This design comes from an exercise in tuning for small area, a short achievable clock period and few clock cycles per item on the open sky130 flow, not from production work.
Function was not checked in any run shown here: the RTL went through the layout flow alone.

## flow/design.v (module list and top-level ports; edited modules follow where they fit)
// module multiplyer: 1179 lines
module multiplyer(
    clk,
    rst_n,
    A,
    B,
    result,
    start_sig,
    done_sig
);
  // ...
==> flow/flow/run.sh <==
#!/bin/bash
set -uo pipefail
export BUFFER_PORTS_ARGS="-buffer_cell sky130_fd_sc_hd__buf_1"
bash standard.sh synth > synth.log 2>&1 || exit 1
R=$(sed -n 's/.*WORK_HOME=\([^ ]*\).*/\1/p' standard.sh | head -1)/results/$FLOW_PLATFORM/multiplyer/base
LIB=$FLOW_HOME/platforms/$FLOW_PLATFORM/lib/sky130_fd_sc_hd__tt_025C_1v80.lib
cp $R/1_2_yosys.v yosys_orig.v
python3 flow/polopt2.py $LIB yosys_orig.v yosys_pol.v > polopt.log 2>&1
python3 flow/cutff.py yosys_orig.v orig_comb.v
python3 flow/cutff.py yosys_pol.v pol_comb.v
cat > equiv.ys <<EOS
read_liberty -ignore_miss_func $LIB
read_verilog orig_comb.v
rename $FLOW_TOP gold
read_verilog pol_comb.v
rename $FLOW_TOP gate
flatten
miter -equiv -flatten gold gate miter
hierarchy -top miter
techmap
opt -fast
aigmap
write_aiger -zinit miter.aig
EOS
ABC=$(dirname $(command -v yosys))/yosys-abc
if [ -s yosys_pol.v ] && yosys -s equiv.ys > equiv.log 2>&1 && \
   $ABC -c "read miter.aig; print_stats; iprove" > cec.log 2>&1 && \
   grep -q "^UNSATISFIABLE" cec.log; then
  cp yosys_pol.v $R/1_2_yosys.v
  rm -f $R/1_synth.odb
  echo "polarity rewrite used" >> polopt.log
else
  echo "equivalence not proven; keeping synthesized netlist" >> polopt.log
fi
bash standard.sh > standard.log 2>&1
==> flow/flow/cutff.py <==
#!/usr/bin/env python3
"""Make a combinational copy of a mapped netlist for equivalence checking:
every flip-flop instance is removed, its Q net becomes input port
q_<n> and each of its inputs (D, RESET_B, ...) output port d_<n>_<pin>,
where <n> is the instance's position among the flip-flops sorted by name.

usage: cutff.py in.v out.v"""
import re, sys
src = open(sys.argv[1]).read()
cell_re = re.compile(r"^(\s*)(sky130_fd_sc_hd__\w+)\s+(\S+)\s*\((.*?)\);\n", re.S | re.M)
pin_re = re.compile(r"\.(\w+)\(([^()]*)\)")
ffs = []
for m in cell_re.finditer(src):
    if re.search(r"__(df|sdf|edf|dl)", m.group(2)):
        ffs.append((m.group(3), m.span(), [(p, n.strip()) for p, n in pin_re.findall(m.group(4))]))
ffs.sort()
ports, assigns, decls = [], [], []
spans = set()
for i, (name, span, pins) in enumerate(ffs):
    spans.add(span)
    for p, n in pins:
        if p in ("Q",):
            ports.append(f"q_{i}_{p}")
            decls.append(f"  input q_{i}_{p};\n")
            assigns.append(f"  assign {n} = q_{i}_{p};\n")
        elif p in ("Q_N",):
            ports.append(f"q_{i}_{p}")
            decls.append(f"  input q_{i}_{p};\n")
            assigns.append(f"  assign {n} = q_{i}_{p};\n")
        elif p not in ("CLK", "CLK_N", "GATE"):
            ports.append(f"d_{i}_{p}")
            decls.append(f"  output d_{i}_{p};\n")
            assigns.append(f"  assign d_{i}_{p} = {n} ;\n")
out = []
pos = 0
for m in cell_re.finditer(src):
    if m.span() in spans:
        out.append(src[pos:m.start()])
        pos = m.end()
out.append(src[pos:])
text = "".join(out)
i = text.index(");", text.index("module"))
text = text[:i] + "".join(", " + p for p in ports) + text[i:]
j = text.index(";", i) + 1
text = text[:j] + "\n" + "".join(decls) + text[j:]
k = text.rfind("endmodule")
text = text[:k] + "".join(assigns) + text[k:]
open(sys.argv[2], "w").write(text)
==> flow/flow/polopt2.py <==
#!/usr/bin/env python3
"""Inverter minimisation on a mapped sky130 netlist by output polarity.

Every full adder is self-dual (FA(~a,~b,~c) = (~sum,~cout)), and many
single-output gates have a complementary cell with the same inputs
(and2/nand2, a21o/a21oi, xor2/xnor2, ...).  This pass chooses for each full
adder and each such gate whether it produces its signal true or
complemented, so that the inverters between cells plus the gates' area are
as small as possible, and rewires the netlist with at most one inverter per
signal.  Flip-flops, half adders, ports and other cells keep their
function; the result is logically equivalent (checked by the flow with Yosys).

usage: polopt2.py liberty in.v out.v
"""
import re
import sys
import random
import itertools
from collections import defaultdict

libf, inf, outf = sys.argv[1:4]
OUTPINS = {"X", "Y", "SUM", "COUT", "Q", "Q_N", "HI", "LO"}
INV_AREA = 3.7536

# ---- liberty: area, single-output function truth tables, complements ----
lib = open(libf).read()
libcells = {}
for m in re.finditer(r'cell \("(sky130_fd_sc_hd__\w+)"\) \{', lib):
    name = m.group(1)
    start = m.end()
    nxt = lib.find('\n    cell (', start)
    blk = lib[start:nxt if nxt > 0 else len(lib)]
    am = re.search(r'area : ([\d.]+)', blk)
    if not am or 'ff (' in blk or 'latch (' in blk or 'statetable' in blk:
        continue
    funcs = re.findall(r'pin \("(\w+)"\) \{(?:(?!pin \().)*?direction : "output";(?:(?!pin \().)*?function : "([^"]*)"', blk, re.S)
    ins = re.findall(r'pin \("(\w+)"\) \{\s*(?:[^{}]*?)direction : "input"', blk)
    libcells[name] = (float(am.group(1)), funcs, tuple(sorted(ins)))


def truth(func, ins):
    expr = func.replace('!', '~')
    tt = 0
    for i, vals in enumerate(itertools.product((0, 1), repeat=len(ins))):
        env = dict(zip(ins, vals))
        if eval(expr, {}, env) & 1:
            tt |= 1 << i
    return tt


bad = re.compile(r'lpflow|probe|clk|dly|buf_|bufinv|bufbuf|einv|ebuf|conb|diode|tap|fill|decap|mux2i|lsbuf')
sig = {}
for name, (area, funcs, ins) in libcells.items():
    if len(funcs) != 1 or bad.search(name) or not ins:
        continue
    sig[name] = (ins, truth(funcs[0][1], ins), funcs[0][0], area)
bykey = defaultdict(list)
for name, (ins, tt, op, area) in sig.items():
    bykey[(ins, tt)].append((area, name))
comp = {}
for name, (ins, tt, op, area) in sig.items():
    full = (1 << (1 << len(ins))) - 1
    c = bykey.get((ins, tt ^ full))
    if c:
        comp[name] = min(c)[1]

# ---- netlist ----
src = open(inf).read()
cell_re = re.compile(r"^(\s*)(sky130_fd_sc_hd__\w+)\s+(\S+)\s*\((.*?)\);\n", re.S | re.M)
pin_re = re.compile(r"\.(\w+)\(([^()]*)\)")
cells = []
for m in cell_re.finditer(src):
    pins = [(p, n.strip()) for p, n in pin_re.findall(m.group(4))]
    cells.append(dict(type=m.group(2), name=m.group(3), pins=pins, span=m.span(), ind=m.group(1)))

outports = set()
for m in re.finditer(r"^\s*output\s+(\[(\d+):(\d+)\]\s*)?(\S+?)\s*;", src, re.M):
    if m.group(1):
        hi, lo = int(m.group(2)), int(m.group(3))
        for i in range(min(hi, lo), max(hi, lo) + 1):
            outports.add(f"{m.group(4)}[{i}]")
    else:
        outports.add(m.group(4))

driver = {}
for ci, c in enumerate(cells):
    for p, n in c["pins"]:
        if p in OUTPINS:
            driver[n] = (ci, p)

is_inv = lambda t: re.match(r"sky130_fd_sc_hd__inv_\d+$", t) is not None
is_fa = lambda t: re.match(r"sky130_fd_sc_hd__fa_\d+$", t) is not None

removable = set()
for ci, c in enumerate(cells):
    if is_inv(c["type"]) and dict(c["pins"])["Y"] not in outports:
        removable.add(ci)

fas = set(ci for ci, c in enumerate(cells) if is_fa(c["type"]))
# gates that may swap to their complement: not driving a port directly
swappable = set()
for ci, c in enumerate(cells):
    if ci in removable or c["type"] not in comp:
        continue
    outs = [n for p, n in c["pins"] if p in OUTPINS]
    if len(outs) == 1 and outs[0] not in outports:
        swappable.add(ci)


def base(n):
    pol = 0
    for _ in range(1000):
        if n in driver and driver[n][0] in removable:
            n = dict(cells[driver[n][0]]["pins"])["A"]
            pol ^= 1
        else:
            return n, pol
    raise Exception("inverter loop")


cons = defaultdict(list)   # base -> [(ci, pi, pol)]
reads = defaultdict(set)   # ci -> bases it reads
for ci, c in enumerate(cells):
    if ci in removable:
        continue
    for pi, (p, n) in enumerate(c["pins"]):
        if p in OUTPINS or n.startswith("1'") or n == "":
            continue
        b, pol = base(n)
        cons[b].append((ci, pi, pol))
        reads[ci].add(b)
outs_of = {ci: [n for p, n in cells[ci]["pins"] if p in OUTPINS] for ci in range(len(cells))}
swappable = set(ci for ci in swappable
                if cons.get(outs_of[ci][0]) and all(x[0] in fas for x in cons[outs_of[ci][0]]))

flip = defaultdict(int)


def phys(b):
    d = driver.get(b)
    if d and (d[0] in fas or d[0] in swappable):
        return flip[d[0]]
    return 0


def inv_needed(b):
    ph = phys(b)
    for ci, pi, pol in cons.get(b, ()):
        if (pol ^ (flip[ci] if ci in fas else 0)) != ph:
            return 1
    return 0


def gate_area(ci):
    t = cells[ci]["type"]
    return sig[comp[t]][3] if flip[ci] else sig[t][3]


def local(ci):
    bs = set(outs_of[ci])
    if ci in fas:
        bs |= reads[ci]
    a = sum(inv_needed(b) for b in bs) * INV_AREA
    if ci in swappable:
        a += gate_area(ci)
    return a


allbases = list(cons.keys())
before_inv = sum(inv_needed(b) for b in allbases)
vars_ = sorted(fas | swappable)
import math
rng = random.Random(1)
cur = sum(inv_needed(b) for b in allbases) * INV_AREA + sum(gate_area(c) for c in swappable)
best = cur
bestflip = dict(flip)
T0, T1, steps = 4.0, 0.05, 200000
for st in range(steps):
    T = T0 * (T1 / T0) ** (st / steps)
    ci = vars_[rng.randrange(len(vars_))]
    a0 = local(ci)
    flip[ci] ^= 1
    a1 = local(ci)
    d = a1 - a0
    if d <= 0 or rng.random() < math.exp(-d / T):
        cur += d
        if cur < best - 1e-9:
            best = cur
            bestflip = dict(flip)
    else:
        flip[ci] ^= 1
flip = defaultdict(int, bestflip)
after_inv = sum(inv_needed(b) for b in allbases)
sys.stderr.write(f"removable inverters {len(removable)} -> signals needing an inverter "
                 f"{before_inv} -> {after_inv}; adders flipped {sum(flip[c] for c in fas)}, "
                 f"gates swapped {sum(flip[c] for c in swappable)} of {len(swappable)}\n")

# ---- rewrite ----
newpins = {ci: list(c["pins"]) for ci, c in enumerate(cells)}
newtype = {ci: c["type"] for ci, c in enumerate(cells)}
for ci in swappable:
    if flip[ci]:
        t = cells[ci]["type"]
        nt = comp[t]
        op_old = sig[t][2]
        op_new = sig[nt][2]
        newtype[ci] = nt
        newpins[ci] = [(op_new if p == op_old else p, n) for p, n in newpins[ci]]
newcells = []
newwires = []
k = 0
for b, lst in cons.items():
    ph = phys(b)
    invnet = None
    for ci, pi, pol in lst:
        req = pol ^ (flip[ci] if ci in fas else 0)
        p, _ = newpins[ci][pi]
        if req == ph:
            newpins[ci][pi] = (p, b)
        else:
            if invnet is None:
                k += 1
                invnet = f"_polinv{k}_"
                newwires.append(invnet)
                newcells.append(f"  sky130_fd_sc_hd__inv_1 _polinvc{k}_ (\n    .A({b} ),\n    .Y({invnet} )\n  );\n")
            newpins[ci][pi] = (p, invnet)

out = []
pos = 0
for ci, c in enumerate(cells):
    s, e = c["span"]
    out.append(src[pos:s])
    pos = e
    if ci in removable:
        continue
    body = ",\n".join(f"    .{p}({n} )" for p, n in newpins[ci])
    out.append(f"{c['ind']}{newtype[ci]} {c['name']} (\n{body}\n  );\n")
tail = src[pos:]
i = tail.rfind("endmodule")
out.append(tail[:i] + "".join(newcells) + tail[i:])
text = "".join(out)
decl = "".join(f"  wire {w};\n" for w in newwires)
j = text.index(");", text.index("module")) + 3
text = text[:j] + decl + text[j:]
open(outf, "w").write(text)
==> flow/standard.sh <==
#!/bin/bash
# synth_recipe.tcl (not shown) runs the flow's synth.tcl, then flattens the netlist and writes it again
# the make line also repeats each setting of config.mk as NAME=value (left out here)
make -C /OpenROAD-flow-scripts/flow DESIGN_CONFIG=/design/flow/config.mk WORK_HOME=/design/flow/orfs CLKGATE_MAP_FILE= SYNTH_SCRIPT=/design/flow/synth_recipe.tcl "${@:-finish}"
==> flow/config.mk <==
export PLATFORM = sky130hd
export DESIGN_NAME = multiplyer
export DESIGN_NICKNAME = multiplyer
export VERILOG_FILES = /design/flow/design.v
export SDC_FILE = /design/flow/constraint.sdc
export NUM_CORES = 4
export LEC_CHECK = 0
export CAP_MARGIN = 20
export CORE_MARGIN = 2
export CORE_UTILIZATION = 60
export CTS_BUF_LIST = sky130_fd_sc_hd__clkbuf_4 sky130_fd_sc_hd__clkbuf_8
export CTS_CLUSTER_SIZE = 30
export PLACE_DENSITY = 0.75
export SETUP_SLACK_MARGIN = 3.0
export SLEW_MARGIN = 20
==> flow/constraint.sdc <==
create_clock -name core_clock -period 8.0 [get_ports {clk}]
set_input_delay 1.6000 -clock core_clock [delete_from_list [all_inputs] [get_ports {clk}]]
set_output_delay 1.6000 -clock core_clock [all_outputs]
set_load 0.01 [all_outputs]
==> flow_summary.yaml, run 1 <==
worst_setup_path:
  crit_path_end_kind: "flop"
  cp.depth: 11
  critPathMaxStageDelay_ns: 0.53
  cp-endpoint: "rY[13]"
  critPathKind: "in2reg"
  crit_path_max_fanout: 13
  rr_worst_depth: 17
  critPathBufInv: 3
logic_synthesis:
  synth_cells: 1094
  synth_fp_nets: 1407
die:
  rows: 49
status:
  status: "no timing/DRC/antenna violations"
sta:
  clock-skew-final_ns: 0.0203
  rsz0062_at_grt: "yes"
  fin_crit_sh_pct: 61.5
  worst_pin_slew_ns: 0.943
  timing.final.ws_setup_ns: 3.08
placement:
  placedInstanceArea_sq_um: 11400
  post-place-ws_ns: 2.07
clocking:
  clk_pin_slew_worst_paths_ns: 0.09
  numCtsBuffers: 9
  cts_hold_buf: 0
  post_cts_buffers: 19
final_layout:
  top_register: "rX"
  fin_nets: 1484
  largestRegisters: "rX: 26 flops, rY: 25 flops, rS1: 9 flops"
  nNonClkInverters: 35
  seq_cells: 70
  drive_gt1_share_pct: 10.5
  syn_to_final_growth_pct: 11.4
  fin_util_pct: 68.1
  n_clock_buffer: 11
  final_cell_mix: "163 x fa_1, 136 x a22oi_1, 120 x xnor2_1"
job:
  maxCapViolations: 0
routing:
  wire_per_inst_um: 23.0
  drt_iter0_markers: 1075
  routed.top_layer: "met4"
  num_vias: 9200
global_routing:
  antenna_found_initial: 0
hold_path:
  whs_path_depth: 1
==> inputs of run 2 (changes only) <==
--- a/flow/design.v
+++ b/flow/design.v
@@ -17,19 +17,18 @@
     wire    [23:0]ma = {1'b1, A[22:0]};
     wire    [23:0]mb = {1'b1, B[22:0]};
     reg     [1:0]cnt;       
     reg     [26:0]rX;          
     reg     [26:0]rY;
     reg     rC;
     reg     [2:0]rDX;        
     reg     [2:0]rDY;
-    reg     [8:0]rS1;          
+    reg     [8:0]rS;           
     reg     rSign;
-    wire    [9:0]S1w = {1'b0, A[30:23], 1'b1} + {1'b0, B[30:23], 1'b1};
     wire    first = (cnt == 2'd0);
     wire    done = (cnt == 2'd2);
     always @(posedge clk or negedge rst_n)
         if (!rst_n)
             cnt <= 2'd0;
         else if (start_sig && !done)
             cnt <= cnt + 1'b1;
         else
@@ -38,22 +37,27 @@
     reg     [11:0]mx;
     always @(*)
         case (cnt)
             2'd0: begin dig = {mb[11:0], 1'b0}; mx = ma[11:0]; end
             2'd1: begin dig = {mb[23:12], mb[11]}; mx = ma[23:12]; end
             default: begin dig = 13'd0; mx = 12'd0; end
         endcase
     wire    last = (cnt == 2'd1);
+    wire    [1:0]it;            
+    assign  it[0] = (cnt == 2'd0);
+    assign  it[1] = (cnt == 2'd1);
     wire    [26:0]ax = first ? 27'd0 : rX;
     wire    [26:0]ay = first ? 27'd0 : rY;
     wire    [3:0]dl = {1'b0, rDX} + {1'b0, rDY} + rC;
     wire    cin = dl[3];
     wire    ac = first ? 1'b0 : cin;
     wire one0, two0, neg0, nneg0;
+    wire one0_0, two0_0, neg0_0;
+    wire one0_1, two0_1, neg0_1;
     wire pp0_0;
     wire pp0_1;
     wire pp0_2;
     wire pp0_3;
     wire pp0_4;
     wire pp0_5;
     wire pp0_6;
     wire pp0_7;
@@ -70,16 +74,18 @@
     wire pp0_18;
     wire pp0_19;
     wire pp0_20;
     wire pp0_21;
     wire pp0_22;
     wire pp0_23;
     wire pp0_24;
     wire one1, two1, neg1, nneg1;
+    wire one1_0, two1_0, neg1_0;
+    wire one1_1, two1_1, neg1_1;
     wire pp1_0;
     wire pp1_1;
     wire pp1_2;
     wire pp1_3;
     wire pp1_4;
     wire pp1_5;
     wire pp1_6;
     wire pp1_7;
@@ -96,16 +102,18 @@
     wire pp1_18;
     wire pp1_19;
     wire pp1_20;
     wire pp1_21;
     wire pp1_22;
     wire pp1_23;
     wire pp1_24;
     wire one2, two2, neg2, nneg2;
+    wire one2_0, two2_0, neg2_0;
+    wire one2_1, two2_1, neg2_1;
     wire pp2_0;
     wire pp2_1;
     wire pp2_2;
     wire pp2_3;
     wire pp2_4;
     wire pp2_5;
     wire pp2_6;
     wire pp2_7;
@@ -122,16 +130,18 @@
     wire pp2_18;
     wire pp2_19;
     wire pp2_20;
     wire pp2_21;
     wire pp2_22;
     wire pp2_23;
     wire pp2_24;
     wire one3, two3, neg3, nneg3;
+    wire one3_0, two3_0, neg3_0;
+    wire one3_1, two3_1, neg3_1;
     wire pp3_0;
     wire pp3_1;
     wire pp3_2;
     wire pp3_3;
     wire pp3_4;
     wire pp3_5;
     wire pp3_6;
     wire pp3_7;
@@ -148,16 +158,18 @@
     wire pp3_18;
     wire pp3_19;
     wire pp3_20;
     wire pp3_21;
     wire pp3_22;
     wire pp3_23;
     wire pp3_24;
     wire one4, two4, neg4, nneg4;
+    wire one4_0, two4_0, neg4_0;
+    wire one4_1, two4_1, neg4_1;
     wire pp4_0;
     wire pp4_1;
     wire pp4_2;
     wire pp4_3;
     wire pp4_4;
     wire pp4_5;
     wire pp4_6;
     wire pp4_7;
@@ -174,16 +186,18 @@
     wire pp4_18;
     wire pp4_19;
     wire pp4_20;
     wire pp4_21;
     wire pp4_22;
     wire pp4_23;
     wire pp4_24;
     wire one5, two5, neg5, nneg5;
+    wire one5_0, two5_0, neg5_0;
+    wire one5_1, two5_1, neg5_1;
     wire pp5_0;
     wire pp5_1;
     wire pp5_2;
     wire pp5_3;
     wire pp5_4;
     wire pp5_5;
     wire pp5_6;
     wire pp5_7;
@@ -583,19 +597,25 @@
     wire s377;
     wire c378;
     wire s379;
     wire c380;
     wire s381;
     wire c382;
     wire s383;
     wire c384;
-    assign one0 = dig[1] ^ dig[0];
-    assign two0 = (dig[2] & ~dig[1] & ~dig[0]) | (~dig[2] & dig[1] & dig[0]);
-    assign neg0 = dig[2] & ~(dig[1] & dig[0]);
+    assign one0_0 = mb[0] ^ 1'b0;
+    assign two0_0 = (mb[1] & ~mb[0] & ~1'b0) | (~mb[1] & mb[0] & 1'b0);
+    assign neg0_0 = mb[1] & ~(mb[0] & 1'b0);
+    assign one0_1 = mb[12] ^ mb[11];
+    assign two0_1 = (mb[13] & ~mb[12] & ~mb[11]) | (~mb[13] & mb[12] & mb[11]);
+    assign neg0_1 = mb[13] & ~(mb[12] & mb[11]);
+    assign one0 = (it[0] & one0_0) | (it[1] & one0_1);
+    assign two0 = (it[0] & two0_0) | (it[1] & two0_1);
+    assign neg0 = (it[0] & neg0_0) | (it[1] & neg0_1);
     assign nneg0 = ~neg0;
     assign pp0_0 = ((one0 & ma[0]) | (two0 & 1'b0)) ^ neg0;
     assign pp0_1 = ((one0 & ma[1]) | (two0 & ma[0])) ^ neg0;
     assign pp0_2 = ((one0 & ma[2]) | (two0 & ma[1])) ^ neg0;
     assign pp0_3 = ((one0 & ma[3]) | (two0 & ma[2])) ^ neg0;
     assign pp0_4 = ((one0 & ma[4]) | (two0 & ma[3])) ^ neg0;
     assign pp0_5 = ((one0 & ma[5]) | (two0 & ma[4])) ^ neg0;
     assign pp0_6 = ((one0 & ma[6]) | (two0 & ma[5])) ^ neg0;
@@ -612,19 +632,25 @@
     assign pp0_17 = ((one0 & ma[17]) | (two0 & ma[16])) ^ neg0;
     assign pp0_18 = ((one0 & ma[18]) | (two0 & ma[17])) ^ neg0;
     assign pp0_19 = ((one0 & ma[19]) | (two0 & ma[18])) ^ neg0;
     assign pp0_20 = ((one0 & ma[20]) | (two0 & ma[19])) ^ neg0;
     assign pp0_21 = ((one0 & ma[21]) | (two0 & ma[20])) ^ neg0;
     assign pp0_22 = ((one0 & ma[22]) | (two0 & ma[21])) ^ neg0;
     assign pp0_23 = ((one0 & ma[23]) | (two0 & ma[22])) ^ neg0;
     assign pp0_24 = ((one0 & 1'b0) | (two0 & ma[23])) ^ neg0;
-    assign one1 = dig[3] ^ dig[2];
-    assign two1 = (dig[4] & ~dig[3] & ~dig[2]) | (~dig[4] & dig[3] & dig[2]);
-    assign neg1 = dig[4] & ~(dig[3] & dig[2]);
+    assign one1_0 = mb[2] ^ mb[1];
+    assign two1_0 = (mb[3] & ~mb[2] & ~mb[1]) | (~mb[3] & mb[2] & mb[1]);
+    assign neg1_0 = mb[3] & ~(mb[2] & mb[1]);
+    assign one1_1 = mb[14] ^ mb[13];
+    assign two1_1 = (mb[15] & ~mb[14] & ~mb[13]) | (~mb[15] & mb[14] & mb[13]);
+    assign neg1_1 = mb[15] & ~(mb[14] & mb[13]);
+    assign one1 = (it[0] & one1_0) | (it[1] & one1_1);
+    assign two1 = (it[0] & two1_0) | (it[1] & two1_1);
+    assign neg1 = (it[0] & neg1_0) | (it[1] & neg1_1);
     assign nneg1 = ~neg1;
     assign pp1_0 = ((one1 & ma[0]) | (two1 & 1'b0)) ^ neg1;
     assign pp1_1 = ((one1 & ma[1]) | (two1 & ma[0])) ^ neg1;
     assign pp1_2 = ((one1 & ma[2]) | (two1 & ma[1])) ^ neg1;
     assign pp1_3 = ((one1 & ma[3]) | (two1 & ma[2])) ^ neg1;
     assign pp1_4 = ((one1 & ma[4]) | (two1 & ma[3])) ^ neg1;
     assign pp1_5 = ((one1 & ma[5]) | (two1 & ma[4])) ^ neg1;
     assign pp1_6 = ((one1 & ma[6]) | (two1 & ma[5])) ^ neg1;
@@ -641,19 +667,25 @@
     assign pp1_17 = ((one1 & ma[17]) | (two1 & ma[16])) ^ neg1;
     assign pp1_18 = ((one1 & ma[18]) | (two1 & ma[17])) ^ neg1;
     assign pp1_19 = ((one1 & ma[19]) | (two1 & ma[18])) ^ neg1;
     assign pp1_20 = ((one1 & ma[20]) | (two1 & ma[19])) ^ neg1;
     assign pp1_21 = ((one1 & ma[21]) | (two1 & ma[20])) ^ neg1;
     assign pp1_22 = ((one1 & ma[22]) | (two1 & ma[21])) ^ neg1;
     assign pp1_23 = ((one1 & ma[23]) | (two1 & ma[22])) ^ neg1;
     assign pp1_24 = ((one1 & 1'b0) | (two1 & ma[23])) ^ neg1;
-    assign one2 = dig[5] ^ dig[4];
-    assign two2 = (dig[6] & ~dig[5] & ~dig[4]) | (~dig[6] & dig[5] & dig[4]);
-    assign neg2 = dig[6] & ~(dig[5] & dig[4]);
+    assign one2_0 = mb[4] ^ mb[3];
+    assign two2_0 = (mb[5] & ~mb[4] & ~mb[3]) | (~mb[5] & mb[4] & mb[3]);
+    assign neg2_0 = mb[5] & ~(mb[4] & mb[3]);
+    assign one2_1 = mb[16] ^ mb[15];
+    assign two2_1 = (mb[17] & ~mb[16] & ~mb[15]) | (~mb[17] & mb[16] & mb[15]);
+    assign neg2_1 = mb[17] & ~(mb[16] & mb[15]);
+    assign one2 = (it[0] & one2_0) | (it[1] & one2_1);
+    assign two2 = (it[0] & two2_0) | (it[1] & two2_1);
+    assign neg2 = (it[0] & neg2_0) | (it[1] & neg2_1);
     assign nneg2 = ~neg2;
     assign pp2_0 = ((one2 & ma[0]) | (two2 & 1'b0)) ^ neg2;
     assign pp2_1 = ((one2 & ma[1]) | (two2 & ma[0])) ^ neg2;
     assign pp2_2 = ((one2 & ma[2]) | (two2 & ma[1])) ^ neg2;
     assign pp2_3 = ((one2 & ma[3]) | (two2 & ma[2])) ^ neg2;
     assign pp2_4 = ((one2 & ma[4]) | (two2 & ma[3])) ^ neg2;
     assign pp2_5 = ((one2 & ma[5]) | (two2 & ma[4])) ^ neg2;
     assign pp2_6 = ((one2 & ma[6]) | (two2 & ma[5])) ^ neg2;
@@ -670,19 +702,25 @@
     assign pp2_17 = ((one2 & ma[17]) | (two2 & ma[16])) ^ neg2;
     assign pp2_18 = ((one2 & ma[18]) | (two2 & ma[17])) ^ neg2;
     assign pp2_19 = ((one2 & ma[19]) | (two2 & ma[18])) ^ neg2;
     assign pp2_20 = ((one2 & ma[20]) | (two2 & ma[19])) ^ neg2;
     assign pp2_21 = ((one2 & ma[21]) | (two2 & ma[20])) ^ neg2;
     assign pp2_22 = ((one2 & ma[22]) | (two2 & ma[21])) ^ neg2;
     assign pp2_23 = ((one2 & ma[23]) | (two2 & ma[22])) ^ neg2;
     assign pp2_24 = ((one2 & 1'b0) | (two2 & ma[23])) ^ neg2;
-    assign one3 = dig[7] ^ dig[6];
-    assign two3 = (dig[8] & ~dig[7] & ~dig[6]) | (~dig[8] & dig[7] & dig[6]);
-    assign neg3 = dig[8] & ~(dig[7] & dig[6]);
+    assign one3_0 = mb[6] ^ mb[5];
+    assign two3_0 = (mb[7] & ~mb[6] & ~mb[5]) | (~mb[7] & mb[6] & mb[5]);
+    assign neg3_0 = mb[7] & ~(mb[6] & mb[5]);
+    assign one3_1 = mb[18] ^ mb[17];
+    assign two3_1 = (mb[19] & ~mb[18] & ~mb[17]) | (~mb[19] & mb[18] & mb[17]);
+    assign neg3_1 = mb[19] & ~(mb[18] & mb[17]);
+    assign one3 = (it[0] & one3_0) | (it[1] & one3_1);
+    assign two3 = (it[0] & two3_0) | (it[1] & two3_1);
+    assign neg3 = (it[0] & neg3_0) | (it[1] & neg3_1);
     assign nneg3 = ~neg3;
     assign pp3_0 = ((one3 & ma[0]) | (two3 & 1'b0)) ^ neg3;
     assign pp3_1 = ((one3 & ma[1]) | (two3 & ma[0])) ^ neg3;
     assign pp3_2 = ((one3 & ma[2]) | (two3 & ma[1])) ^ neg3;
     assign pp3_3 = ((one3 & ma[3]) | (two3 & ma[2])) ^ neg3;
     assign pp3_4 = ((one3 & ma[4]) | (two3 & ma[3])) ^ neg3;
     assign pp3_5 = ((one3 & ma[5]) | (two3 & ma[4])) ^ neg3;
     assign pp3_6 = ((one3 & ma[6]) | (two3 & ma[5])) ^ neg3;
@@ -699,19 +737,25 @@
     assign pp3_17 = ((one3 & ma[17]) | (two3 & ma[16])) ^ neg3;
     assign pp3_18 = ((one3 & ma[18]) | (two3 & ma[17])) ^ neg3;
     assign pp3_19 = ((one3 & ma[19]) | (two3 & ma[18])) ^ neg3;
     assign pp3_20 = ((one3 & ma[20]) | (two3 & ma[19])) ^ neg3;
     assign pp3_21 = ((one3 & ma[21]) | (two3 & ma[20])) ^ neg3;
     assign pp3_22 = ((one3 & ma[22]) | (two3 & ma[21])) ^ neg3;
     assign pp3_23 = ((one3 & ma[23]) | (two3 & ma[22])) ^ neg3;
     assign pp3_24 = ((one3 & 1'b0) | (two3 & ma[23])) ^ neg3;
-    assign one4 = dig[9] ^ dig[8];
-    assign two4 = (dig[10] & ~dig[9] & ~dig[8]) | (~dig[10] & dig[9] & dig[8]);
-    assign neg4 = dig[10] & ~(dig[9] & dig[8]);
+    assign one4_0 = mb[8] ^ mb[7];
+    assign two4_0 = (mb[9] & ~mb[8] & ~mb[7]) | (~mb[9] & mb[8] & mb[7]);
+    assign neg4_0 = mb[9] & ~(mb[8] & mb[7]);
+    assign one4_1 = mb[20] ^ mb[19];
+    assign two4_1 = (mb[21] & ~mb[20] & ~mb[19]) | (~mb[21] & mb[20] & mb[19]);
+    assign neg4_1 = mb[21] & ~(mb[20] & mb[19]);
+    assign one4 = (it[0] & one4_0) | (it[1] & one4_1);
+    assign two4 = (it[0] & two4_0) | (it[1] & two4_1);
+    assign neg4 = (it[0] & neg4_0) | (it[1] & neg4_1);
     assign nneg4 = ~neg4;
     assign pp4_0 = ((one4 & ma[0]) | (two4 & 1'b0)) ^ neg4;
     assign pp4_1 = ((one4 & ma[1]) | (two4 & ma[0])) ^ neg4;
     assign pp4_2 = ((one4 & ma[2]) | (two4 & ma[1])) ^ neg4;
     assign pp4_3 = ((one4 & ma[3]) | (two4 & ma[2])) ^ neg4;
     assign pp4_4 = ((one4 & ma[4]) | (two4 & ma[3])) ^ neg4;
     assign pp4_5 = ((one4 & ma[5]) | (two4 & ma[4])) ^ neg4;
     assign pp4_6 = ((one4 & ma[6]) | (two4 & ma[5])) ^ neg4;
@@ -728,19 +772,25 @@
     assign pp4_17 = ((one4 & ma[17]) | (two4 & ma[16])) ^ neg4;
     assign pp4_18 = ((one4 & ma[18]) | (two4 & ma[17])) ^ neg4;
     assign pp4_19 = ((one4 & ma[19]) | (two4 & ma[18])) ^ neg4;
     assign pp4_20 = ((one4 & ma[20]) | (two4 & ma[19])) ^ neg4;
     assign pp4_21 = ((one4 & ma[21]) | (two4 & ma[20])) ^ neg4;
     assign pp4_22 = ((one4 & ma[22]) | (two4 & ma[21])) ^ neg4;
     assign pp4_23 = ((one4 & ma[23]) | (two4 & ma[22])) ^ neg4;
     assign pp4_24 = ((one4 & 1'b0) | (two4 & ma[23])) ^ neg4;
-    assign one5 = dig[11] ^ dig[10];
-    assign two5 = (dig[12] & ~dig[11] & ~dig[10]) | (~dig[12] & dig[11] & dig[10]);
-    assign neg5 = dig[12] & ~(dig[11] & dig[10]);
+    assign one5_0 = mb[10] ^ mb[9];
+    assign two5_0 = (mb[11] & ~mb[10] & ~mb[9]) | (~mb[11] & mb[10] & mb[9]);
+    assign neg5_0 = mb[11] & ~(mb[10] & mb[9]);
+    assign one5_1 = mb[22] ^ mb[21];
+    assign two5_1 = (mb[23] & ~mb[22] & ~mb[21]) | (~mb[23] & mb[22] & mb[21]);
+    assign neg5_1 = mb[23] & ~(mb[22] & mb[21]);
+    assign one5 = (it[0] & one5_0) | (it[1] & one5_1);
+    assign two5 = (it[0] & two5_0) | (it[1] & two5_1);
+    assign neg5 = (it[0] & neg5_0) | (it[1] & neg5_1);
     assign nneg5 = ~neg5;
     assign pp5_0 = ((one5 & ma[0]) | (two5 & 1'b0)) ^ neg5;
     assign pp5_1 = ((one5 & ma[1]) | (two5 & ma[0])) ^ neg5;
     assign pp5_2 = ((one5 & ma[2]) | (two5 & ma[1])) ^ neg5;
     assign pp5_3 = ((one5 & ma[3]) | (two5 & ma[2])) ^ neg5;
     assign pp5_4 = ((one5 & ma[4]) | (two5 & ma[3])) ^ neg5;
     assign pp5_5 = ((one5 & ma[5]) | (two5 & ma[4])) ^ neg5;
     assign pp5_6 = ((one5 & ma[6]) | (two5 & ma[5])) ^ neg5;
@@ -1150,30 +1200,29 @@
     wire    [38:0]zy = {1'b0, 1'b0, c382, c380, c378, s377, c374, s373, s371, s369, s367, s365, s363, s361, s359, s357, s355, s353, s351, s349, s347, s345, s343, s341, s339, s337, s335, s333, s331, s329, s327, s325, s323, s321, s319, s317, s315, s313, s311};
     wire    [9:0]zl = {1'b0, zx[8:0]} + {1'b0, zy[8:0]};
     always @(posedge clk) begin
         rX <= zx[38:12];
         rY <= zy[38:12];
         rC <= zl[9];
         rDX <= zx[11:9];
         rDY <= zy[11:9];
-        rS1 <= S1w[9:1];
+        rS <= {1'b0, A[30:23]} + {1'b0, B[30:23]};
         rSign <= A[31] ^ B[31];
     end
     wire    [25:0]Pc = {rX[24:0], cin} + {rY[24:0], 1'b1};
     wire    [24:0]P = Pc[25:1];
     wire    p47 = P[24];
-    wire    [7:0]Ex0 = rS1[7:0] ^ 8'h80;
-    wire    [7:0]Ex1 = (rS1[7:0] + 8'd1) ^ 8'h80;
-    wire    all7 = &rS1[6:0];
-    wire    ov0 = rS1[8] & rS1[7];                   
-    wire    un0 = ~rS1[8] & ~rS1[7];                 
-    wire    ov1 = rS1[8] & (rS1[7] | all7);          
-    wire    un1 = ~rS1[8] & ~rS1[7] & ~all7;         
+    wire    [9:0]E0 = {1'b0, rS} - 10'd127;
+    wire    [9:0]E1 = {1'b0, rS} - 10'd126;
+    wire    ov0 = (E0[9:8] == 2'b01);
+    wire    un0 = (E0[9:8] == 2'b11);
+    wire    ov1 = (E1[9:8] == 2'b01);
+    wire    un1 = (E1[9:8] == 2'b11);
     wire    ok0 = ~(ov0 | un0);
     wire    ok1 = ~(ov1 | un1);
-    wire    [8:0]R0 = ok0 ? {rSign, Ex0} : 9'h07F;
-    wire    [8:0]R1 = ok1 ? {rSign, Ex1} : 9'h07F;
+    wire    [8:0]R0 = ok0 ? {rSign, E0[7:0]} : 9'h07F;
+    wire    [8:0]R1 = ok1 ? {rSign, E1[7:0]} : 9'h07F;
     wire    [22:0]M0 = P[22:0] & {23{ok0}};
     wire    [22:0]M1 = P[23:1] & {23{ok1}};
     assign  result = p47 ? {R1, M1} : {R0, M0};
     assign  done_sig = {p47 ? ov1 : ov0, p47 ? un1 : un0, 1'b0, done};
 endmodule
--- a/flow/flow/run.sh
+++ b/flow/flow/run.sh
@@ -1,11 +1,11 @@
 #!/bin/bash
 set -uo pipefail
-export BUFFER_PORTS_ARGS="-buffer_cell sky130_fd_sc_hd__buf_1"
+export BUFFER_PORTS_ARGS="-buffer_cell sky130_fd_sc_hd__buf_2"
 bash standard.sh synth > synth.log 2>&1 || exit 1
 R=$(sed -n 's/.*WORK_HOME=\([^ ]*\).*/\1/p' standard.sh | head -1)/results/$FLOW_PLATFORM/multiplyer/base
 LIB=$FLOW_HOME/platforms/$FLOW_PLATFORM/lib/sky130_fd_sc_hd__tt_025C_1v80.lib
 cp $R/1_2_yosys.v yosys_orig.v
 python3 flow/polopt2.py $LIB yosys_orig.v yosys_pol.v > polopt.log 2>&1
 python3 flow/cutff.py yosys_orig.v orig_comb.v
 python3 flow/cutff.py yosys_pol.v pol_comb.v
 cat > equiv.ys <<EOS
--- a/flow/flow/polopt2.py
+++ b/flow/flow/polopt2.py
@@ -91,25 +91,25 @@
 is_inv = lambda t: re.match(r"sky130_fd_sc_hd__inv_\d+$", t) is not None
 is_fa = lambda t: re.match(r"sky130_fd_sc_hd__fa_\d+$", t) is not None
 
 removable = set()
 for ci, c in enumerate(cells):
     if is_inv(c["type"]) and dict(c["pins"])["Y"] not in outports:
         removable.add(ci)
 
-fas = set(ci for ci, c in enumerate(cells) if is_fa(c["type"]))
 # gates that may swap to their complement: not driving a port directly
 swappable = set()
 for ci, c in enumerate(cells):
     if ci in removable or c["type"] not in comp:
         continue
     outs = [n for p, n in c["pins"] if p in OUTPINS]
     if len(outs) == 1 and outs[0] not in outports:
         swappable.add(ci)
+fas = set(ci for ci, c in enumerate(cells) if is_fa(c["type"]))
 
 
 def base(n):
     pol = 0
     for _ in range(1000):
         if n in driver and driver[n][0] in removable:
             n = dict(cells[driver[n][0]]["pins"])["A"]
             pol ^= 1
@@ -125,18 +125,16 @@
         continue
     for pi, (p, n) in enumerate(c["pins"]):
         if p in OUTPINS or n.startswith("1'") or n == "":
             continue
         b, pol = base(n)
         cons[b].append((ci, pi, pol))
         reads[ci].add(b)
 outs_of = {ci: [n for p, n in cells[ci]["pins"] if p in OUTPINS] for ci in range(len(cells))}
-swappable = set(ci for ci in swappable
-                if cons.get(outs_of[ci][0]) and all(x[0] in fas for x in cons[outs_of[ci][0]]))
 
 flip = defaultdict(int)
 
 
 def phys(b):
     d = driver.get(b)
     if d and (d[0] in fas or d[0] in swappable):
         return flip[d[0]]
==> flow/config.mk (replaced) <==
export PLATFORM = sky130hd
export DESIGN_NAME = multiplyer
export DESIGN_NICKNAME = multiplyer
export VERILOG_FILES = /design/flow/design.v
export SDC_FILE = /design/flow/constraint.sdc
export NUM_CORES = 4
export LEC_CHECK = 0
export CAP_MARGIN = 20
export CORE_MARGIN = 2
export CORE_UTILIZATION = 40
export CTS_BUF_LIST = sky130_fd_sc_hd__clkbuf_4 sky130_fd_sc_hd__clkbuf_8
export CTS_CLUSTER_SIZE = 30
export SETUP_SLACK_MARGIN = 2.8
export SLEW_MARGIN = 20
==> flow_summary.yaml, run 2 <==
final_layout:
  drive_gt1_share_pct: 16.4
  design_area_sq_um: 12300
  largest_reg_flops: 26
  fill_cells: 2589
  final_common_cell: "fa_1"
  fin_nets: 1481
  final_cell_mix: "163 x fa_1, 144 x xnor2_1, 135 x a22oi_1"
  fin_cells: 1510
  syn_to_final_growth_pct: 11.8
  diodes: 0
  top_register: "rX"
  largestRegisters: "rX: 26 flops, rY: 25 flops, rS: 9 flops"
placement:
  place_congestion: 0.857
  hpwl_mm: 24.7
  io_buffers: 101
  dp_cells: 1477
  placedInstanceArea_sq_um: 11800
worst_setup_path:
  cp.required_ns: 6.40
  critPathKind: "reg2out"
  cp-start-kind: "flop"
  arrival_ns: 3.79
  crit_path_end_kind: "primary output"
  crit_slowest_cell: "a2111o_1"
  cp_cell_sequence: "ha_4 -> a211oi_4 -> o21bai_2 -> fa_2 -> a21o_1 -> a2111o_1 -> inv_1 -> o21ba_4 -> or4b_4 -> inv_4 -> o221ai_2 -> inv_2 -> nor4_2 -> inv_1 -> a311o_1 -> inv_2 -> xnor2_2 -> a22o_1 -> buf_2"
  critPathMaxStageDelay_ns: 0.36
  crit_path_max_fanout: 3
die:
  start_util_pct: 40.8
  ios: 103
  rows: 60
  die_area_sq_um: 28900
  chipWidth_um: 170
  core-area_sq_um: 27000
  die_y_um: 170
routing:
  drt_first_pass_iters: 5
  wl_mm: 32.5
  wire_per_inst_um: 21.5
  num_vias: 8826
  antenna_left: 0
  drt_iter0_markers: 745
  drc: 0
  viasPerCell: 5.85
global_routing:
  track_usage_pct: 22.8
  grt_pass1_wl_mm: 50.8
  antenna_found_initial: 0
  grt_start_max_net_pins: 65
  grt_pass1_vias: 8961
  grt_overflow: 0
logic_synthesis:
  avgSynthCellArea_sq_um: 9.97
  synth_cells: 1107
  synth_warnings: 1
  synth_fp_nets: 1424
  synthesis.area_sq_um: 11000
sta:
  worst_pin_slew_ns: 1.09
  fin_crit_sh_pct: 67.4
  max_freq_ghz: 0.186
  finalSetupViolations: 0
  drv_slew: 0
  clock-skew-final_ns: 0.0249
  hold_viol: 0
  rsz0062_at_grt: "yes"
  slew_headroom_pct: 27.3
  period_minus_slack_ns: 5.39
  tns_ns: 0
clocking:
  cts_root_buffer: "clkbuf_8"
  numCtsBuffers: 9
  cts_hold_buf: 0
  cts_tree: "built"
  clock_latency_ns: 0.39
  h-tree-depth: 3
  cts.path.max_buffers: 2
  cts.sinks: 70
  clk_pin_slew_worst_paths_ns: 0.10
hold_path:
  hold_path.class: "reg2reg"
job:
  maxCapViolations: 0
status:
  status: "no timing/DRC/antenna violations"
run 2: stage by stage:
step	utilization (%)	worst slack, ns	hold slack (ns)
after floorplan	-	2.93	0.437
after global placement	43.6	2.53	0.459
after detailed placement	43.6	2.48	0.458
after CTS	44.8	2.53	0.471
after global routing	45.6	2.48	0.500
final	45.6	2.61	0.468
run 2: timing repair:
item / 4_1_cts / 5_1_grt
setup buffers: 5 / 10
pin swaps: 12 / 16
gates resized for setup: 21 / 30
gates cloned: 1 / 1
endpoints found under the setup margin: 32 / 68
run 2: routing by layer:
metal  track usage, %  share of wire, %  vias up
li1                 -                 -     4011
met1             30.9                44     4447
met2             37.8                48      307
met3             2.56               5.0       61
met4             8.03               3.3        0
met5                0                 0        -
run 2: area by class of cell:
class	count	area, sq um	area share, %
clock inverters	5	60.1	0.487
flip-flops and latches	70	1410	11.5
repair buffers	128	719	5.83
inverters	32	134	1.09
multi-input cells	923	9440	76.5
clock buffers	11	139	1.13
well taps	341	427	3.46
run 2: final timing paths:
kind                         from          to  slack [ns]  cells after the start
max                        rDY[0]  result[22]        2.61                     19
min                        cnt[0]      cnt[0]        0.47                      1
max reg2reg                cnt[1]      rY[15]        3.15                     12
min reg2reg                cnt[0]      cnt[0]        0.47                      1
max in group asynchronous   rst_n      cnt[0]        6.94                      1
min in group asynchronous   rst_n      cnt[1]        0.96                      1
run 2: critical path: cells and delay by family, from the launching register on:
family	cells	cell delay, ns
flip-flops	1	0.33
AND/OR/NAND/NOR	2	0.29
XOR/XNOR	1	0.06
buffers and inverters	6	0.47
AO/OA/AOI/OAI	8	1.67
adder cells (fa/ha/maj)	2	0.58

[separate check: timing with driven ports]
How much do the figures lean on ideal ports? The routed layouts below were timed once more, with nothing changed but the port constraints.
Step 1, drivers: a clkbuf_16 drives clk and a buf_2 each remaining input, both assumed.
Step 2 moves the port delays by t, midway between the first and last clock arrival at a register: inputs arrive t later, outputs are due t later. That takes back most of the time a late clock gives input paths.
Three values: ideal, step 1, step 2; two values: the first two.
run | shift t [ns] | setup WS [ns] | worst slew at a driven data input, ns | pins driven straight from the clock port
run 1 | 0.409 | 3.084 / 3.070 / 2.683 | 0.04 | 1
run 2 | 0.422 | 2.611 / 2.569 / 2.552 | 0.04 | 1
After both steps every run listed still meets setup and hold. The setup slack of run 1, which loses most, moves by -0.014 ns with the drivers and by -0.401 ns with both steps.
